From an optimization exercise on the open Yosys and OpenROAD flow, aimed at small area, a short achievable clock period and few clock cycles; shortcuts taken in it are not production practice.
Where RTL was checked, it was by simulation tests only, not by an equivalence proof against the original.

== the baseline ==
// HT_TOP
module HT_TOP(
    clk,
    rst_n,
    in_valid,
    in_weight,
    out_mode,
    out_valid,
    out_code
);
Size in the first run: about 770 cells after synthesis, ~9 I/O pins, roughly 6300 µm² of cells after synthesis.
export LEC_CHECK = 0
export CAP_MARGIN = 20
export CORE_MARGIN = 2
export CORE_UTILIZATION = 40
export SLEW_MARGIN = 20
create_clock -name core_clock -period 17.0 [get_ports {clk}]
standard.sh (not shown) runs the stock make flow with config.mk's settings and CLKGATE_MAP_FILE= SYNTH_SCRIPT=/design/flow/synth_recipe.tcl, a recipe that flattens the netlist after the stock synthesis.
==> flow/flow/run.sh <==
#!/bin/bash
# Layout with ORFS's own scripts. Two changes from the standard layout:
#  - synthesis is the standard one except that ABC maps the logic for area
#    (flip-flops are mapped before ABC, so registers are unchanged);
#  - repair_timing aims for a larger setup margin (MARGIN ns) than the
#    standard flow settings allow. Constraints are unchanged.
set -euo pipefail
MARGIN=${MARGIN:-12.85}
HERE=$(pwd)
printf 'strash\ndch\nmap -a\nstrash\ndch\nmap -a\n' > "$HERE/area.abc"
cat > "$HERE/area_synth.tcl" <<'TCL'
proc abc {args} {
  set i [lsearch -exact $args -script]
  if {$i >= 0} {
    set args [lreplace $args [expr {$i + 1}] [expr {$i + 1}] $::env(AREA_ABC_SCRIPT)]
  }
  yosys abc {*}$args
}
TCL
cat synth_recipe.tcl >> "$HERE/area_synth.tcl"
export AREA_ABC_SCRIPT="$HERE/area.abc"
bash standard.sh SYNTH_SCRIPT="$HERE/area_synth.tcl" SETUP_SLACK_MARGIN="$MARGIN" finish > standard_flow.log 2>&1
Setup changes, the baseline to the candidate
-- flow/flow/run.sh --
<<< the baseline, line 6
#    standard flow settings allow. Constraints are unchanged.
set -euo pipefail
MARGIN=${MARGIN:-12.85}
HERE=$(pwd)
printf 'strash\ndch\nmap -a\nstrash\ndch\nmap -a\n' > "$HERE/area.abc"
>>> the candidate, line 6
#    standard flow settings allow. Constraints are unchanged.
set -euo pipefail
MARGIN=${MARGIN:-12.6}
HERE=$(pwd)
printf 'strash\ndch\nmap -a\nstrash\ndch\nmap -a\n' > "$HERE/area.abc"
## What came out
- Changes observed in the candidate relative to the baseline: worst-case setup margin in the final layout lost 26 ps, I/O pin total neither gained nor lost much.
- Of the candidate and the baseline, it is the candidate that has the higher global-route usage.
- Diff the baseline..the candidate | die area | unchanged
- The candidate vs the baseline — transition time at the pin with the least slew margin dropped 45 ps.
Function was not checked in any run of this note: the RTL went through the layout flow alone.

* * *

Another version of the RTL of HT_TOP (not shown whole).
For scale: roughly 110 flip-flops, ~9 I/O pins, ~6300 sq um of cells after synthesis.
Settings: LEC_CHECK=0, CAP_MARGIN=20, CORE_MARGIN=2, CORE_UTILIZATION=60, SLEW_MARGIN=20; clock period 17.0 ns.
==> flow/flow/run.sh <==
#!/bin/bash
# Layout with ORFS's own scripts. Two changes from the standard layout:
#  - synthesis is the standard one except that ABC maps the logic for area
#    (flip-flops are mapped before ABC, so registers are unchanged);
#  - repair_timing aims for a larger setup margin (MARGIN ns) than the
#    standard flow settings allow. Constraints are unchanged.
set -euo pipefail
MARGIN=${MARGIN:-12.6}
HERE=$(pwd)
printf 'strash\ndch\nmap -a\nstrash\ndch\nmap -a\n' > "$HERE/area.abc"
cat > "$HERE/area_synth.tcl" <<'TCL'
proc abc {args} {
  set i [lsearch -exact $args -script]
  if {$i >= 0} {
    set args [lreplace $args [expr {$i + 1}] [expr {$i + 1}] $::env(AREA_ABC_SCRIPT)]
  }
  yosys abc {*}$args
}
TCL
cat synth_recipe.tcl >> "$HERE/area_synth.tcl"
export AREA_ABC_SCRIPT="$HERE/area.abc"
bash standard.sh SYNTH_SCRIPT="$HERE/area_synth.tcl" SETUP_SLACK_MARGIN="$MARGIN" finish > standard_flow.log 2>&1
Testbench counts at the start, summed over its fixed seeds: cycles 31,181.
Then changed:
Settings changed: CORE_UTILIZATION 60 to 40.
The changed run completed without violations. Final cell count came out higher by a little under a tenth. Via count stays flat. Register-to-register slack gets better by 50 ps. Maximum frequency came out higher slightly. Wire length came out higher by a few percent. Core utilization came out lower by 23 points. Global-route usage came out lower by 9.6 points. Die area came out higher by well over a third. Synthesized area stays the same. Worst hold slack gets worse by 10 ps.

* * *

## run A
Another version of the RTL of HT_TOP (not shown whole).
Size: roughly 640 cells after synthesis, about 110 flip-flops.
## HT_TOP
module HT_TOP(
    clk,
    rst_n,
    in_valid,
    in_weight,
    out_mode,
    out_valid,
    out_code
);
==> flow/config.mk <==
export PLATFORM = sky130hd
export DESIGN_NAME = HT_TOP
export DESIGN_NICKNAME = HT_TOP
export VERILOG_FILES = /design/flow/design.v
export SDC_FILE = /design/flow/constraint.sdc
export NUM_CORES = 4
export LEC_CHECK = 0
export CAP_MARGIN = 20
export CORE_MARGIN = 2
export CORE_UTILIZATION = 40
export CTS_BUF_LIST = sky130_fd_sc_hd__clkbuf_8
export SLEW_MARGIN = 20
==> flow/constraint.sdc <==
create_clock -name core_clock -period 17.0 [get_ports {clk}]
set_input_delay 3.4000 -clock core_clock [delete_from_list [all_inputs] [get_ports {clk}]]
set_output_delay 3.4000 -clock core_clock [all_outputs]
set_load 0.01 [all_outputs]
==> flow/flow/run.sh <==
#!/bin/bash
# Layout with ORFS's own scripts. Two changes from the standard layout:
#  - synthesis is the standard one except that ABC maps the logic for area
#    (flip-flops are mapped before ABC, so registers are unchanged);
#  - repair_timing aims for a larger setup margin (MARGIN ns) than the
#    standard flow settings allow. Constraints are unchanged.
set -euo pipefail
MARGIN=${MARGIN:-12.6}
HERE=$(pwd)
printf 'strash\ndch\nmap -a\nstrash\ndch\nmap -a\n' > "$HERE/area.abc"
cat > "$HERE/area_synth.tcl" <<'TCL'
proc abc {args} {
  set i [lsearch -exact $args -script]
  if {$i >= 0} {
    set args [lreplace $args [expr {$i + 1}] [expr {$i + 1}] $::env(AREA_ABC_SCRIPT)]
  }
  yosys abc {*}$args
}
TCL
cat synth_recipe.tcl >> "$HERE/area_synth.tcl"
export AREA_ABC_SCRIPT="$HERE/area.abc"
bash standard.sh SYNTH_SCRIPT="$HERE/area_synth.tcl" SETUP_SLACK_MARGIN="$MARGIN" SETUP_MOVE_SEQUENCE="sizeup,swap" finish > standard_flow.log 2>&1
Run A ended with every stage complete and zero timing, DRC or antenna violations.
Testbench counts of run A, summed over its fixed seeds: cycles 31,181.
Modified inputs, run B compared to run A
- CORE_UTILIZATION: 40 -> 55
-- flow/flow/run.sh --
<<< run A, line 20
cat synth_recipe.tcl >> "$HERE/area_synth.tcl"
export AREA_ABC_SCRIPT="$HERE/area.abc"
bash standard.sh SYNTH_SCRIPT="$HERE/area_synth.tcl" SETUP_SLACK_MARGIN="$MARGIN" SETUP_MOVE_SEQUENCE="sizeup,swap" finish > standard_flow.log 2>&1
>>> run B, line 20
cat synth_recipe.tcl >> "$HERE/area_synth.tcl"
export AREA_ABC_SCRIPT="$HERE/area.abc"
bash standard.sh SYNTH_SCRIPT="$HERE/area_synth.tcl" SETUP_SLACK_MARGIN="$MARGIN" SETUP_MOVE_SEQUENCE="unbuffer,sizeup,swap" finish > standard_flow.log 2>&1
Notes after the runs:
- Compared with run A, run B shows a global-route usage that is 6.3 points higher.
- On design area, run A tracks run B almost exactly.
For run C, these inputs were changed with respect to run B:
- CORE_UTILIZATION changed from 55 to 70
==> run summary <==
- Compared with run B, run C shows routed via count divided by cell count that has gone up by more than 10%.
- The die of run C is smaller than the one used in run B.
- Between run B and run C, the flow reports total number of placement rows decreasing by more than 10%.
- Run B -> run C: met2 layer wire length in the routed design increased by more than 10%
- [compare] base=run B new=run C: final design instance area without fill dropped 53 µm²; critical path depth dropped 20; met1 usage climbed 10 points.
- Run C vs run B: fraction of final layout cells with drive strength greater than 1 down in run C
> inputs changed (run C -> run D)
- changing CORE_UTILIZATION from 70 to 40
-- flow/flow/run.sh --
<<< run C, line 6
#    standard flow settings allow. Constraints are unchanged.
set -euo pipefail
MARGIN=${MARGIN:-12.6}
HERE=$(pwd)
printf 'strash\ndch\nmap -a\nstrash\ndch\nmap -a\n' > "$HERE/area.abc"
>>> run D, line 6
#    standard flow settings allow. Constraints are unchanged.
set -euo pipefail
MARGIN=${MARGIN:-12.7}
HERE=$(pwd)
printf 'strash\ndch\nmap -a\nstrash\ndch\nmap -a\n' > "$HERE/area.abc"
--- outcome ---
- Global-route usage ends up higher on run C.
- Run D vs. run C: fill cell instance count of the final layout rose 170%; routed via count now sits lower.
- [compare] base=run C new=run D: design area went up, core utilization of the finished layout went down.
- Run C -> run D: largest net degree at the start of global routing delta 0, exact match

* * *

HT_TOP, a different RTL version from the one above (not shown whole).
Size: roughly 760 cells after synthesis, roughly 110 flip-flops, roughly 9 I/O pins, roughly 6200 um2 of cells after synthesis.
// HT_TOP
module HT_TOP(
    clk,
    rst_n,
    in_valid,
    in_weight,
    out_mode,
    out_valid,
    out_code
);
Settings: LEC_CHECK=0, CAP_MARGIN=20, CORE_MARGIN=2, CORE_UTILIZATION=40, SLEW_MARGIN=20; clock period 17.0 ns.
==> flow/flow/run.sh <==
#!/bin/bash
# Layout with ORFS's own scripts. Two changes from the standard layout:
#  - synthesis is the standard one except that ABC maps the logic for area
#    (flip-flops are mapped before ABC, so registers are unchanged);
#  - repair_timing aims for a larger setup margin (MARGIN ns) than the
#    standard flow settings allow. Constraints are unchanged.
set -euo pipefail
MARGIN=${MARGIN:-12.6}
HERE=$(pwd)
printf 'strash\ndch\nmap -a\nstrash\ndch\nmap -a\n' > "$HERE/area.abc"
cat > "$HERE/area_synth.tcl" <<'TCL'
proc abc {args} {
  set i [lsearch -exact $args -script]
  if {$i >= 0} {
    set args [lreplace $args [expr {$i + 1}] [expr {$i + 1}] $::env(AREA_ABC_SCRIPT)]
  }
  yosys abc {*}$args
}
TCL
cat synth_recipe.tcl >> "$HERE/area_synth.tcl"
export AREA_ABC_SCRIPT="$HERE/area.abc"
bash standard.sh SYNTH_SCRIPT="$HERE/area_synth.tcl" SETUP_SLACK_MARGIN="$MARGIN" finish > standard_flow.log 2>&1
Change:
CORE_UTILIZATION = 65   (was 40)
CTS_BUF_LIST = sky130_fd_sc_hd__clkbuf_4 sky130_fd_sc_hd__clkbuf_8   (was default)
Result: Cell count is lower by a few percent. Routed wire length is lower slightly. Non-clock buffer count is lower by 2.
Function was not checked in any run of this note: the RTL went through the layout flow alone.

==> port drivers added, routing unchanged <==
Ports are ideal in the flow. The routed layouts listed here were re-timed in OpenROAD.
Step 1 assumes that a clkbuf_16 drives the clock port and a buf_2 every other input.
Step 2 times the ports against the registers' clock, not the clock port: input delays grow and output delays shrink by t, the midpoint of the rising clock arrivals with the driver on.
Three values: no drivers, after step 1, after step 2; two values: the first two.
run | t, ns | setup WS [ns] | hold slack, ns
the baseline | 0.406 | 12.704 / 12.659 / 12.657 | 0.460 / 0.460 / 0.460
the candidate | 0.408 | 12.678 / 12.637 / 12.650 | 0.454 / 0.454 / 0.454
the first run of note 2 | 0.427 | 12.658 / 12.622 / 12.646 | 0.468 / 0.468 / 0.468
the second run of note 2 | 0.401 | 12.723 / 12.680 / 12.587 | 0.458 / 0.458 / 0.458
run A | 0.421 | 12.656 / 12.620 / 12.674 | 0.462 / 0.462 / 0.462
run B | 0.410 | 12.676 / 12.642 / 12.647 | 0.442 / 0.442 / 0.442
run C | 0.403 | 12.655 / 12.624 / 12.549 | 0.463 / 0.463 / 0.463
run D | 0.419 | 12.667 / 12.630 / 12.672 | 0.465 / 0.465 / 0.465
the first run of note 4 | 0.407 | 12.689 / 12.644 / 12.651 | 0.464 / 0.464 / 0.464
the second run of note 4 | 0.414 | 12.682 / 12.647 / 12.651 | 0.466 / 0.466 / 0.466
After both steps setup and hold are still met in every run listed. The setup slack of the second run of note 2, which loses most, moves by -0.043 ns with the drivers and by -0.136 ns with both steps.
